Source: an optimization exercise on an open RTL-to-GDS flow (aim: small area, a short achievable clock period and few clock cycles per item). Production flows keep margins and buffers that such runs may drop. In this exercise RTL edits were held to simulation tests only and were not proved equivalent to the original.

--- design/flow/config.mk ---
export PLATFORM = sky130hd
export DESIGN_NAME = pm32
export DESIGN_NICKNAME = pm32
export VERILOG_FILES = /design/flow/design.v
export SDC_FILE = /design/flow/constraint.sdc
export NUM_CORES = 4
export LEC_CHECK = 0
export CAP_MARGIN = 20
export CORE_MARGIN = 2
export CORE_UTILIZATION = 40
export SLEW_MARGIN = 20
--- design/flow/constraint.sdc ---
create_clock -name core_clock -period 5.0 [get_ports {clk}]
set_input_delay 1.0000 -clock core_clock [delete_from_list [all_inputs] [get_ports {clk}]]
set_output_delay 1.0000 -clock core_clock [all_outputs]
set_load 0.01 [all_outputs]
--- design/flow/design.v ---
`timescale    1ns/1ps
`default_nettype    none
module spm #(parameter SIZE = 32)(
    input  logic              clk,
    input  logic              rst,
    input  logic              clr,
    input  logic              y,
    input  logic [SIZE-1:0]   x,
    output logic              p
);
    logic [SIZE-1:1]     pp;
    logic [SIZE-1:0]     xy;
    genvar i;
    CSADD csa0 (.clk(clk), .rst(rst), .clr(clr), .x(x[0]&y), .y(pp[1]), .sum(p));
    generate
        for(i=1; i<SIZE-1; i++) begin : gen_csa
            CSADD csa (.clk(clk), .rst(rst), .clr(clr), .x(x[i]&y), .y(pp[i+1]), .sum(pp[i]));
        end
    endgenerate
    TCMP tcmp (.clk(clk), .rst(rst), .clr(clr), .a(x[SIZE-1]&y), .s(pp[SIZE-1]));
endmodule
module CSADD(
    input  logic  clk,
    input  logic  rst,
    input  logic  clr,
    input  logic  x,
    input  logic  y,
    output logic  sum
);
    logic sc;
    logic hsum1, hco1;
    assign hsum1 = y ^ sc;
    assign hco1 = y & sc;
    logic hsum2, hco2;
    assign hsum2 = x ^ hsum1;
    assign hco2 = x & hsum1;
    always_ff @(posedge clk or posedge rst) begin
        if (rst) begin
            sum <= 1'b0;
            sc <= 1'b0;
        end
        else if (clr) begin
            sum <= 1'b0;
            sc <= 1'b0;
        end
        else begin
            sum <= hsum2;
            sc <= hco1 ^ hco2;
        end
    end
endmodule
module TCMP (
    input  logic  clk,
    input  logic  rst,
    input  logic  clr,
    input  logic  a,
    output logic  s
);
    logic z;
    always_ff @(posedge clk or posedge rst) begin
        if (rst) begin
            s <= 1'b0;
            z <= 1'b0;
        end
        else if (clr) begin
            s <= 1'b0;
            z <= 1'b0;
        end
        else begin
            z <= a | z;
            s <= a ^ z;
        end
    end
endmodule
`timescale    1ns/1ps
`default_nettype    none
/*verilator lint_off TIMESCALEMOD*/
module pm32 (
    input  logic          clk,
    input  logic          rst,
    input  logic          start,
    input  logic [31:0]   mc,
    input  logic [31:0]   mp,
    output logic [63:0]   p,
    output logic          done,
    input  logic          op  
);
    logic        pw;
    logic [31:0] Y;
    logic [7:0]  cnt, ncnt;
    logic [1:0]  state, nstate;
    typedef enum logic [1:0] {
        IDLE    = 2'b00,
        RUNNING = 2'b01,
        DONE    = 2'b10
    } state_t;
    always_ff @(posedge clk or posedge rst) begin
        if(rst)
            state <= IDLE;
        else
            state <= nstate;
    end
    always_comb begin
        case(state)
            IDLE    : nstate = start ? RUNNING : IDLE;
            RUNNING : nstate = (cnt == 64) ? DONE : RUNNING;
            DONE    : nstate = start ? RUNNING : DONE;
            default : nstate = IDLE;
        endcase
    end
    always_ff @(posedge clk or posedge rst) begin
        if(rst)
            cnt <= '0;
        else
            cnt <= ncnt;
    end
    always_comb begin
        case(state)
            IDLE    : ncnt = '0;
            RUNNING : ncnt = cnt + 1'b1;
            DONE    : ncnt = '0;
            default : ncnt = '0;
        endcase
    end
    always_ff @(posedge clk or posedge rst) begin
        if(rst)
            Y <= '0;
        else if(start)
            Y <= mp;
        else if(state == RUNNING)
            Y <= {Y[31], Y[31:1]};
    end
    always_ff @(posedge clk or posedge rst) begin
        if(rst)
            p <= '0;
        else if(start)
            p <= '0;
        else if(state == RUNNING)
            p <= {pw, p[63:1]};
    end
    logic y;
    assign y = (state == RUNNING) ? Y[0] : 1'b0;
    spm #(.SIZE(32)) spm32(
        .clk(clk),
        .rst(rst),
        .clr(start),
        .x(mc),
        .y(y),
        .p(pw)
    );
    assign done = (state == DONE);
endmodule
--- design/flow/run.sh ---
#!/bin/bash
# synth_recipe.tcl (not shown) runs the flow's synth.tcl, then flattens the netlist and writes it again
# the make line also repeats each setting of config.mk as NAME=value (left out here)
make -C /OpenROAD-flow-scripts/flow DESIGN_CONFIG=/design/flow/config.mk WORK_HOME=/design/flow/orfs CLKGATE_MAP_FILE= SYNTH_SCRIPT=/design/flow/synth_recipe.tcl finish
==> results of run 1 <==
-- area by class of cell --
class	count	area [um2]
repair buffers	137	1380
fillers	1614	8670
flip-flops and latches	170	4250
well taps	229	287
clock inverters	13	121
multi-input cells	447	2840
inverters	6	26.3
clock buffers	19	443
-- per-stage QoR --
stage / area [um2] / hold WS, ps
after global placement: 8770 / 491
final: 9350 / 497
after detailed placement: 8770 / 492
after CTS: 9330 / 504
after global routing: 9350 / 531
after floorplan: 7400 / 463
-- worst paths after layout --
| kind | startpoint | to | depth (start not counted) |
|---|---|---|---|
| hold reg to reg | spm32.csa0.sum$_DFF_PP0_ | p[63]$_DFFE_PP0P_ | 2 |
| max in group asynchronous | rst | p[54]$_DFFE_PP0P_ | 3 |
| setup / recovery | state[0]$_DFF_PP0_ | done | 2 |
| min in group asynchronous | rst | Y[29]$_DFFE_PP0P_ | 2 |
| setup reg to reg | state[1]$_DFF_PP0_ | spm32.gen_csa[14].csa.sum$_DFF_PP0_ | 4 |
| hold / removal | spm32.csa0.sum$_DFF_PP0_ | p[63]$_DFFE_PP0P_ | 2 |
-- flip-flops by register name (all words and copies together), names as in the netlist --
register	cells
p	64
spm32.tcmp.z	1
cnt	8
spm32.gen_csa.csa.sum	30
spm32.csa0.sc	1
spm32.tcmp.s	1
state	2
spm32.gen_csa.csa.sc	30
spm32.csa0.sum	1
Y	32
-- cells by family after synthesis --
kind of cell | Yosys count | share of synthesized area
mux | 32 | 0.0435
buf+inv | 53 | 0.0420
xor+xnor | 3 | 0.00355
flops | 170 | 0.575
simple gates | 275 | 0.176
fa+ha+maj | 34 | 0.0890
compound gates | 103 | 0.0707
-- cell usage after synthesis --
master / instances
dfrtp_1: 170
nand2_1: 161
a21oi_1: 67
nor2b_1: 64
and3_1: 31
fa_1: 31
mux2i_1: 31
o21ai_1: 23
clkbuf_1: 22
o21ai_0: 11
buf_6: 10
buf_2: 8
inv_1: 6
nand3_1: 5
nor2_1: 5
buf_4: 4
ha_1: 3
or3_1: 3
buf_1: 2
o2bb2ai_1: 2
xor2_1: 2
and2_1: 1
and2b_1: 1
buf_8: 1
mux2_2: 1
nand2b_1: 1
nand4_1: 1
nor3_1: 1
nor4bb_1: 1
xnor2_1: 1
-- metal layers --
metal	routed length [um]	GRT usage	up-vias
li1	-	-	2389
met2	6570	0.241	120
met3	640	0.0356	9
met4	121	0.0442	0
met1	7280	0.238	2439
met5	0	0	-
-- worst max-delay path, cell delays in order (launching register included) --
cell and delay (ps):
dfrtp_1 410, nor2b_1 210, clkdlybuf4s50_1 580
==> out/metrics.cfg, run 1 <==
[layout]
drive_above_1_share = 0.0530
final_cell_mix = dfrtp_1, nand2_1, clkdlybuf4s50_1
final_common_cell = dfrtp_1
stdcell_count = 1021
antennaDiodeCount = 0
area_growth_pct = 26.4
num-nets-final = 881
final_util = 0.519

[yosys]
avgSynthCellArea_um2 = 11.0
ys_top_cells_by_area = dfrtp_1, fa_1, nand2_1
yosys_warnings = 3
synth_top_area_share = 0.575
ys_seq_area_frac = 0.575
netlist_instances = 670
synth-seq-cells = 170
synth_top_area_cell = dfrtp_1
synth_fp_nets = 772
syn_area_um2 = 7400
synth.distinct_cells = 30

[placement]
placed_cells = 988
io_buffers = 131
dp_hpwl_um = 9350
place_congestion = 0.704
dp_slack_ps = 2240

[route]
vias = 4957
drt_iter0_markers = 250
wl_per_cell_um = 14.3
ant_nets = 0
wl_um = 14600
drcViolationCount = 0
via_per_inst = 4.86
first_pass_iters = 4

[global_routing]
grt_pass1_vias = 5074
grt_overflow = 0
grt_max_degree = 155
grt_usage = 0.161
grt_pass1_wl_um = 25500
antenna_found_initial = 0

[clock_network]
h-tree-depth = 4
root_buffer = clkbuf_16
cts_tree = done
post_cts_buffers = 0
cts_max_path_buffers = 2
numCtsBuffers = 17
clock-sinks = 170
postCtsHoldBufs = 0
ctsResizeCount = 0
clkTransAtPathRegs_ps = 60
clock_latency_ps = 420

[job]
max_cap_violations = 0

[sta]
clock_skew_ps = 8.41
finalSetupTns_ps = 0
layout_min_cycle_time_ps = 2610
period_share = 0.522
rsz0062_at_grt = false
hold_viol_final = 0
drv_slew = 0
max_slew_margin = 0.266
fmaxAchievable_mhz = 383
finalSetupViolations = 0
setup_slack_ps = 2390
tightestPinTransition_ps = 1100

[worst_setup_path]
path_class = reg -> out
cp_data_required_time_ps = 4000
critPathLaunchType = flip-flop
crit_path_end_kind = output port
cp_max_fo = 4
cp.arrival_ps = 1610
rrSetupSlack_ps = 2640

[worst_hold_path]
hold_class = reg -> reg

[die]
die_h_um = 140
io_pins = 133
core_um2 = 18000
initial_core_util = 0.410
die_area_um2 = 19600
placementRows = 49
die_w_um = 140

[status]
outcome = no timing/DRC/antenna violations

Testbench counts, summed over its fixed seeds: cycles 105,600, items 1,600.
==> run 2, diff against run 1 <==
==> design/flow/design.v (replaced) <==
`timescale    1ns/1ps
`default_nettype    none
module pm32 (
    input  logic          clk,
    input  logic          rst,
    input  logic          start,
    input  logic [31:0]   mc,
    input  logic [31:0]   mp,
    output logic [63:0]   p,
    output logic          done,
    input  logic          op  
);
    always_ff @(posedge clk or posedge rst) begin
        if (rst)
            done <= 1'b0;
        else if (start)
            done <= 1'b1;
    end
    logic signed [31:0] a, b;
    logic signed [63:0] prod;
    assign a = mc;
    assign b = mp;
    assign prod = a * b;
    always_ff @(posedge clk) begin
        if (start)
            p <= prod;
    end
endmodule
==> run 2 against run 1 <==
Against the previous run: now fails the layout checks on setup timing; maximum frequency down 66%; clock skew down 8.4 ps; wire length rose to 8.6 times the previous value; setup slack worse by 5100 ps.
==> out/metrics.cfg, run 2 <==
[worst_setup_path]
critPathLaunchType = primary input
cp_max_fo = 7
crit_path_end_kind = flip-flop
path_class = in -> reg
cp_data_required_time_ps = 5100
rr_worst_depth = 1
reg2reg_to = done$_DFFE_PP0P_
rrSetupSlack_ps = 4220
crit-reg2reg-launch = done$_DFFE_PP0P_
cp.arrival_ps = 7830

[sta]
hold_viol_final = 0
setup_slack_ps = -2730
layout_min_cycle_time_ps = 7730
tightestPinTransition_ps = 939
rsz0062_at_grt = true
fmaxAchievable_mhz = 129
finalSetupViolations = 56
clock_skew_ps = 0
period_share = 1.55
max_slew_margin = 0.374
drv_slew = 0

[status]
so.violations = setup timing
outcome = complete, but fails checks

[global_routing]
grt_usage = 0.261
grt_pass1_wl_um = 191000
antenna_found_initial = 11
grt_overflow = 0
grt_pass1_vias = 32268
grt_max_degree = 42

[clock_network]
clkTransAtPathRegs_ps = 60
root_buffer = clkbuf_16
h-tree-depth = 3
clock_latency_ps = 360
numCtsBuffers = 9
postCtsHoldBufs = 0
cts_max_path_buffers = 2
clock-sinks = 65
cts_tree = done

[die]
io_pins = 133
core_um2 = 94900
die_h_um = 313
initial_core_util = 0.403
placementRows = 113
die_w_um = 313
die_area_um2 = 98000

[job]
max_cap_violations = 0

[yosys]
synth-async-reset-ratio = 0.0154
synth_top_area_cell = fa_1
synth_top_area_share = 0.567
syn_area_um2 = 38200
synth.distinct_cells = 63
synth-seq-cells = 65
synth_most_common_cell = fa_1
synthTopCellsByCount = fa_1, inv_1, nand2_1
ys_top_cells_by_area = fa_1, inv_1, and2_1
ys_seq_area_frac = 0.0510
netlist_instances = 3940
yosys_warnings = 1
synth_flop_cell = edfxtp_1
synth_fp_nets = 5274
synth_edf_count = 64
avgSynthCellArea_um2 = 9.69

[route]
wl_per_cell_um = 21.5
wl_um = 126000
first_pass_iters = 6
ant_nets = 0
drt_iter0_markers = 1750
vias = 29530
via_per_inst = 5.04
drcViolationCount = 0

[layout]
num-nets-final = 5917
area_growth_pct = 34.3
final_cell_mix = fa_1, inv_1, nand2_1
final_common_cell = fa_1
fillCellCount = 8221
largest-register = p
drive_above_1_share = 0.281
largest_registers = p x64, done x1
largest_reg_flops = 64

[worst_hold_path]
min_to = done$_DFFE_PP0P_
hold_class = reg -> reg
hold_depth = 1
worst_hold_startpoint = done$_DFFE_PP0P_

[placement]
dp_slack_ps = -3520
place_congestion = 0.880
dp_hpwl_um = 92100
io_buffers = 131

-- run 2: layer usage --
layer	global-route usage	wire (um)	part of all wire
met1	0.330	47700	0.38
met2	0.458	63300	0.50
met3	0.0404	9060	0.072
met4	0.0866	5600	0.045
met5	0	21	0.00017
-- run 2: critical path, cell delays in order --
cell,delay [ps]
buf_12,120
buf_16,130
and2_4,160
fa_1,540
inv_2,60
fa_1,490
inv_2,60
fa_1,490
fa_2,600
clkinvlp_4,190
buf_6,170
fa_1,490
inv_1,60
fa_1,490
inv_2,40
fa_1,520
inv_2,40
fa_1,560
ha_4,230
and4_4,150
o21ai_2,70
a2bb2oi_2,160
o21ai_2,70
a211oi_2,320
buf_4,190
o21ai_4,60
a311oi_2,270
xnor2_1,110
-- run 2: logic make-up (layout without fill, tap and decap cells) --
kind of cell,count (synthesis),count (layout),share of synthesized area
compound gates,210,210,0.0383
other cells,0,4,0
xor+xnor,73,73,0.0167
fa+ha+maj,1266,1266,0.628
buf+inv,1166,1814,0.115
flops,65,65,0.0510
simple gates,1160,1160,0.152
-- run 2: stage by stage --
step | util | setup TNS, ps | std cells | hold WS [ps] | instance area [um2]
floorplan | - | -105260 | 3940 | 512 | 39300
global placement | 0.482 | -165000 | 5618 | 455 | 45700
detailed placement | 0.482 | -167460 | 5618 | 466 | 45700
CTS | 0.529 | -122130 | 5814 | 478 | 50200
global route | 0.541 | -133510 | 5855 | 498 | 51300
finish | 0.541 | -125160 | 5857 | 470 | 51300
-- run 2: cell type report --
class | count | area, um2 | area share
diodes | 4 | 10.0 | 0.000195
well taps | 1265 | 1580 | 0.0309
clock buffers | 9 | 225 | 0.00439
multi-input cells | 2709 | 34100 | 0.665
clock inverters | 7 | 111 | 0.00217
repair buffers | 842 | 9700 | 0.189
flip-flops and latches | 65 | 1950 | 0.0380
inverters | 956 | 3590 | 0.0701
-- run 2: what timing repair did --
action / 4_1_cts / 5_1_grt
setup endpoints to repair: 57 / 56
setup buffers: 131 / 43
gates resized for setup: 696 / 250
cloned: 53 / 4
pin swaps: 288 / 237
-- run 2: how the worst max path moves through the flow --
stage / slack [ps] / end / depth (start not counted) / from
detailed placement: -3520 / p[63]$_DFFE_PP_ / 25 / mp[2]
floorplan: -3060 / p[63]$_DFFE_PP_ / 24 / mc[31]
global route: -2940 / p[63]$_DFFE_PP_ / 29 / mc[31]
CTS: -2680 / p[63]$_DFFE_PP_ / 27 / mp[7]
finish: -2730 / p[55]$_DFFE_PP_ / 28 / mc[31]
global placement: -3450 / p[63]$_DFFE_PP_ / 25 / mc[19]
Testbench counts of run 2, summed over its fixed seeds: cycles 1,600, items 1,600.

==> re-timing with driven ports <==
In the flow no input, the clock included, has a driving cell. The finished layouts below were timed again as built, in two steps.
Step 1 sets driving cells, clkbuf_16 on the clock port and buf_2 on the other inputs (assumed; they add their load-dependent delay and slew).
Step 2 moves the port delays by t, midway between the first and last clock arrival at a register: inputs arrive t later, outputs are due t later. That takes back most of the time a late clock gives input paths.
Slacks: ideal ports / drivers / drivers and shift; pairs: ideal ports / drivers.
| run | shift t [ns] | slack for setup (ns) | clock arrival spread, ns | slew at the worst register clock pin (ns) | worst slew at a driven data input, ns |
|---|---|---|---|---|---|
| run 1 | 0.453 | 2.392 / 2.351 / 2.326 | 0.009 / 0.009 | 0.07 / 0.07 | 0.08 |
| run 2 | 0.413 | -2.730 / -2.733 / -3.146 | 0.008 / 0.008 | 0.06 / 0.06 | 0.12 |
The setup slack of run 2, which loses most, moves by -0.003 ns with the drivers and by -0.416 ns with both steps.
